This is an optimization exercise on Yosys and OpenROAD, whose aim is small area, a short achievable clock period and few clock cycles, not a production implementation.
Only simulation tests tie the RTL to the original design; equivalence was not proved.

Setup of old:
==> flow/design.v <==
module JAM (
input CLK,
input RST,
output reg [2:0] W,
output reg [2:0] J,
input [6:0] Cost,
output reg [3:0] MatchCount,
output reg [9:0] MinCost,
output reg Valid );
localparam S_SCAN  = 3'd0;
localparam S_TRANS = 3'd1;
localparam S_UPD   = 3'd2;
localparam S_AUG   = 3'd3;
localparam S_CNT   = 3'd4;
localparam S_IDLE  = 3'd5;
reg [2:0] st;
reg [2:0] i;                  
reg [6:0] uq [0:7];           
reg [6:0] nv [0:7];           
reg [6:0] m  [0:7];           
reg [7:0] minf;               
reg [2:0] way [0:7];          
reg [2:0] p  [0:7];           
reg [7:0] pv;                 
reg [7:0] used;               
reg [63:0] bm;                
reg [7:0] rdy;                
reg [2:0] lv;                 
reg [7:0] a;                  
reg [9:0] s;                  
reg [6:0] mj;                 
reg       mjinf;
reg [6:0] bestm;
reg       bestinf;
reg [2:0] bestj;
reg [7:0] fm;                 
function [3:0] first_zero;    
	input [7:0] msk;
	input [3:0] lo;
	integer k;
	begin
		first_zero = 4'd0;
		for (k = 7; k >= 0; k = k - 1)
			if (!msk[k] && k >= lo)
				first_zero = {1'b1, k[2:0]};
	end
endfunction
function amo;                 
	input [7:0] x;
	reg [3:0] a2, o2;
	reg a4l, a4h, o4l, o4h;
	begin
		a2 = {~(x[7] & x[6]), ~(x[5] & x[4]), ~(x[3] & x[2]), ~(x[1] & x[0])};
		o2 = {x[7] | x[6], x[5] | x[4], x[3] | x[2], x[1] | x[0]};
		a4h = a2[3] & a2[2] & ~(o2[3] & o2[2]);
		a4l = a2[1] & a2[0] & ~(o2[1] & o2[0]);
		o4h = o2[3] | o2[2];
		o4l = o2[1] | o2[0];
		amo = a4h & a4l & ~(o4h & o4l);
	end
endfunction
function [3:0] first_one;
	input [7:0] msk;
	integer k;
	begin
		first_one = 4'd0;
		for (k = 7; k >= 0; k = k - 1)
			if (msk[k])
				first_one = {1'b1, k[2:0]};
	end
endfunction
wire [9:0] key  = {3'd0, Cost} + s;
wire       kfin = (key[9:7] == 3'd0);
wire       klt  = key[6:0] < mj;
wire       kltb = key[6:0] < bestm;
wire       kupd = kfin & (mjinf | klt);
wire       better = kupd ? (bestinf | kltb) : (~mjinf & (bestinf | (mj < bestm)));
wire [3:0] nxt  = first_zero(used, {1'b0, J} + 4'd1);
wire [7:0] usedb = used | (8'd1 << bestj);
wire [3:0] fzb  = first_zero(usedb, 4'd0);
wire [3:0] fou  = first_one(used);
wire [7:0] anew = {1'b0, uq[bestj]} - {1'b0, bestm};
wire [3:0] jn   = first_one(used & ~(8'd1 << J));
wire [6:0] diff = bestm - mj;
wire [2:0] wr = way[J];
reg  [2:0] nxc;
integer k;
always @(*) begin
	nxc = 3'd0;
	for (k = 0; k < 8; k = k + 1)
		if (pv[k] && p[k] == wr)
			nxc = k[2:0];
end
wire [2:0] in1 = i + 3'd1;
wire [3:0] jp1 = {1'b0, J} + 4'd1;
wire [3:0] jnb = (jp1 == {1'b0, i}) ? jp1 + 4'd1 : jp1;    
wire       rowend = jnb[3];
wire [2:0] jfirst = (in1 == 3'd0) ? 3'd1 : 3'd0;           
reg  [63:0] bmw;
reg  [7:0] bad;               
reg  [7:0] fr;
integer q;
wire [7:0] deeper = 8'hfe << lv;
always @(*) begin
	bmw = bm;
	for (q = 0; q < 8; q = q + 1)
		bmw[q * 9] = 1'b1;
	bad = 8'd0;
	for (q = 0; q < 8; q = q + 1) begin
		fr = bmw[q * 8 +: 8] & ~used;
		if (deeper[q] && rdy[q] && amo(fr))
			bad = bad | fr | {8{fr == 8'd0}};
	end
end
wire [7:0] row  = bmw[{lv, 3'd0} +: 8];
wire [7:0] cand = row & ~used & fm & ~bad;
wire [3:0] c1   = first_one(cand);
wire [2:0] lm1  = lv - 3'd1;
wire [2:0] sp   = way[lm1];
wire       trmode   = (st == S_TRANS) | ((st == S_SCAN) & ~nxt[3]);
wire       do_trans = (st == S_TRANS) | ((st == S_SCAN) & ~nxt[3] & ~better & ~bestinf);
reg  [2:0] nidx;
reg  [2:0] qidx;
reg  [7:0] sub;
always @(*) begin
	nidx = nxt[2:0];
	qidx = in1;
	sub = a;
	case (trmode ? S_TRANS : st)
	S_SCAN:  begin nidx = nxt[2:0]; sub = a; end
	S_TRANS: begin nidx = pv[bestj] ? fzb[2:0] : fou[2:0]; sub = pv[bestj] ? anew : 8'd0; end
	S_UPD:   begin nidx = jn[2:0];  sub = 8'd0; end
	S_AUG:   begin nidx = (i == 3'd7) ? 3'd1 : 3'd0;     qidx = 3'd0; sub = (i != 3'd7) ? 8'd0 : (J == 3'd0) ? {1'b0, bestm} : {1'b0, uq[0]}; end
	default: begin nidx = rowend ? jfirst : jnb[2:0]; qidx = rowend ? in1 : i; sub = {1'b0, uq[qidx]}; end
	endcase
end
wire [6:0] nport = pv[nidx] ? nv[nidx] : 7'd0;    
wire [6:0] mport = m[nidx];
wire [9:0] snext = {3'd0, nport} - {{2{sub[7]}}, sub};
always @(posedge CLK or posedge RST) begin
	if (RST) begin
		st <= S_SCAN;
		i <= 3'd0;
		W <= 3'd0;
		J <= 3'd0;
		a <= 8'd0;
		s <= 10'd0;
		mj <= 7'd0;
		mjinf <= 1'b1;
		minf <= 8'hff;
		bestinf <= 1'b1;
		bestm <= 7'd0;
		bestj <= 3'd0;
		used <= 8'd0;
		pv <= 8'd0;
		fm <= 8'hff;
		rdy <= 8'd0;
		lv <= 3'd0;
		MinCost <= 10'd0;
		MatchCount <= 4'd0;
		Valid <= 1'b0;
	end else begin
		case (st)
		S_SCAN: begin
			if (kupd) begin
				m[J] <= key[6:0];
				minf[J] <= 1'b0;
				way[J] <= W;
			end
			if (better) begin
				bestm <= kupd ? key[6:0] : mj;
				bestj <= J;
				bestinf <= 1'b0;
			end
			if (nxt[3]) begin
				J <= nxt[2:0];
				s <= snext;
				mj <= mport;
				mjinf <= minf[nxt[2:0]];
			end else if (better | bestinf)
				st <= S_TRANS;
		end
		S_UPD: begin
			nv[J] <= s[6:0] + diff;
			uq[J] <= uq[J] + diff;
			used[J] <= 1'b0;
			if (jn[3]) begin
				J <= jn[2:0];
				s <= snext;
				mj <= mport;
			end else begin
				J <= bestj;
				st <= S_AUG;
			end
		end
		S_AUG: begin
			p[J] <= wr;
			pv[J] <= 1'b1;
			if (!pv[J])
				nv[J] <= 7'd0;                 
			if (wr == i) begin
				uq[J] <= bestm;
				minf <= 8'hff;
				mjinf <= 1'b1;
				a <= 8'd0;
				s <= snext;
				if (i == 3'd7) begin
					i <= 3'd0;
					J <= 3'd1;
					W <= (J == 3'd0) ? wr : p[0];
					st <= S_CNT;
				end else begin
					i <= i + 3'd1;
					J <= 3'd0;
					W <= i + 3'd1;
					st <= S_SCAN;
				end
			end else begin
				uq[J] <= uq[nxc];
				J <= nxc;
			end
		end
		S_CNT: begin
			if (!rdy[7]) begin
				bm[{i, J}] <= (key == 10'd0);
				s <= snext;
				if (rowend) begin
					rdy[i] <= 1'b1;
					J <= jfirst;
					i <= in1;
					W <= p[in1];
				end else
					J <= jnb[2:0];
			end
			if (rdy[lv]) begin
				if (c1[3] && lv != 3'd7) begin
					way[lv] <= c1[2:0];
					used[c1[2:0]] <= 1'b1;
					lv <= lv + 3'd1;
					fm <= 8'hff;
				end else begin
					if (c1[3])
						MatchCount <= MatchCount + 4'd1;
					if (lv == 3'd0) begin
						Valid <= 1'b1;
						st <= S_IDLE;
					end else begin
						lv <= lm1;
						used[sp] <= 1'b0;
						fm <= 8'hfe << sp;
					end
				end
			end
		end
		default: ;
		endcase
		if (do_trans) begin
			bestinf <= 1'b1;
			if (pv[bestj]) begin
				a <= anew;
				used[bestj] <= 1'b1;
				W <= p[bestj];
				J <= fzb[2:0];
				s <= snext;
				if (st == S_SCAN && fzb[2:0] == J && kupd) begin
					mj <= key[6:0];            
					mjinf <= 1'b0;
				end else begin
					mj <= mport;
					mjinf <= minf[fzb[2:0]];
				end
				st <= S_SCAN;
			end else begin
				MinCost <= MinCost + {3'd0, bestm};
				if (fou[3]) begin
					J <= fou[2:0];
					s <= snext;
					mj <= mport;
					st <= S_UPD;
				end else begin
					J <= bestj;
					st <= S_AUG;
				end
			end
				end
	end
end
endmodule
clock: 5.0 ns
lec_check: 0
cap_margin: 20
core_margin: 2
core_utilization: 40
place_density: 0.6
setup_slack_margin: 0.3
slew_margin: 20
run.sh (not shown) runs the stock make flow with config.mk's settings and CLKGATE_MAP_FILE= SYNTH_SCRIPT=/design/flow/synth_recipe.tcl, a recipe that flattens the netlist after the stock synthesis.
Although old finished all stages, its layout failed final checks on negative setup slack.
Testbench counts of old, summed over its fixed seeds: cycles 3,065.
The inputs of new differ from those of old as listed below.
diff --git a/flow/design.v b/flow/design.v
--- a/flow/design.v
+++ b/flow/design.v
@@ -45,20 +45,6 @@
 				first_zero = {1'b1, k[2:0]};
 	end
 endfunction
-function amo;                 
-	input [7:0] x;
-	reg [3:0] a2, o2;
-	reg a4l, a4h, o4l, o4h;
-	begin
-		a2 = {~(x[7] & x[6]), ~(x[5] & x[4]), ~(x[3] & x[2]), ~(x[1] & x[0])};
-		o2 = {x[7] | x[6], x[5] | x[4], x[3] | x[2], x[1] | x[0]};
-		a4h = a2[3] & a2[2] & ~(o2[3] & o2[2]);
-		a4l = a2[1] & a2[0] & ~(o2[1] & o2[0]);
-		o4h = o2[3] | o2[2];
-		o4l = o2[1] | o2[0];
-		amo = a4h & a4l & ~(o4h & o4l);
-	end
-endfunction
 function [3:0] first_one;
 	input [7:0] msk;
 	integer k;
@@ -97,24 +83,24 @@
 wire       rowend = jnb[3];
 wire [2:0] jfirst = (in1 == 3'd0) ? 3'd1 : 3'd0;           
 reg  [63:0] bmw;
-reg  [7:0] bad;               
-reg  [7:0] fr;
 integer q;
 wire [7:0] deeper = 8'hfe << lv;
 always @(*) begin
 	bmw = bm;
 	for (q = 0; q < 8; q = q + 1)
 		bmw[q * 9] = 1'b1;
-	bad = 8'd0;
-	for (q = 0; q < 8; q = q + 1) begin
-		fr = bmw[q * 8 +: 8] & ~used;
-		if (deeper[q] && rdy[q] && amo(fr))
-			bad = bad | fr | {8{fr == 8'd0}};
-	end
 end
 wire [7:0] row  = bmw[{lv, 3'd0} +: 8];
-wire [7:0] cand = row & ~used & fm & ~bad;
+wire [7:0] cand = row & ~used & fm;
 wire [3:0] c1   = first_one(cand);
+wire [7:0] nu   = used | (8'd1 << c1[2:0]);
+reg        ok;
+always @(*) begin
+	ok = 1'b1;
+	for (q = 0; q < 8; q = q + 1)
+		if (deeper[q] && rdy[q] && ((bmw[q * 8 +: 8] & ~nu) == 8'd0))
+			ok = 1'b0;
+end
 wire [2:0] lm1  = lv - 3'd1;
 wire [2:0] sp   = way[lm1];
 wire       trmode   = (st == S_TRANS) | ((st == S_SCAN) & ~nxt[3]);
@@ -233,7 +219,9 @@
 					J <= jnb[2:0];
 			end
 			if (rdy[lv]) begin
-				if (c1[3] && lv != 3'd7) begin
+				if (c1[3] && !ok)
+					fm <= fm & ~(8'd1 << c1[2:0]);
+				else if (c1[3] && lv != 3'd7) begin
 					way[lv] <= c1[2:0];
 					used[c1[2:0]] <= 1'b1;
 					lv <= lv + 3'd1;
--- outcome ---
- Minimum setup slack in the final design in new is 290 ps above old.
- The cell area after synthesis of new is lower than that of old.
- Tap cell count: lower on new
- Setup fix buffers added after clock tree synthesis (new vs. old) increases by more than a quarter
- Compared with old, new shows a lower post-place instance area.
- old → new: horizontal die dimension down about 1.6%; critical path depth down about 18%; clock buffer instance count of the final layout down 10; maximum clock rate up 10 MHz.
- On wire length, old loses to new.
- | overall via count from detail_route | new vs old | 3.2% lower |
- Nothing crashed in new and all stages finished; the problem is that the final layout failed, the offending checks being negative setup slack.
- Between new and old, it is new whose first-pass GRT wire length is lower, by 6000 µm.
- Side by side, register share of the cell area turned out higher in new than in old.
Testbench counts of new, summed over its fixed seeds: cycles 3,111.

what the ideal ports hide:
The results above use ideal ports. As a check the final layouts listed here were re-extracted and re-timed, cells and wires unchanged. Step 1 sets driving cells, clkbuf_16 on the clock port and buf_2 on the other inputs (assumed; they add their load-dependent delay and slew). Step 2 times the ports against the registers' clock, not the clock port: input delays grow and output delays shrink by t, the midpoint of the rising clock arrivals with the driver on. a / b / c = ideal / step 1 / step 2; a / b = the first two.
| run | shift t [ns] | setup slack, ns | pins driven straight from the clock port |
|---|---|---|---|
| old | 0.657 | -0.405 / -0.405 / -0.405 | 1 |
| new | 0.659 | -0.116 / -0.116 / -0.190 | 1 |
For new, which loses most, drivers alone change the setup slack by 0.000 ns; drivers and shift together by -0.074 ns.
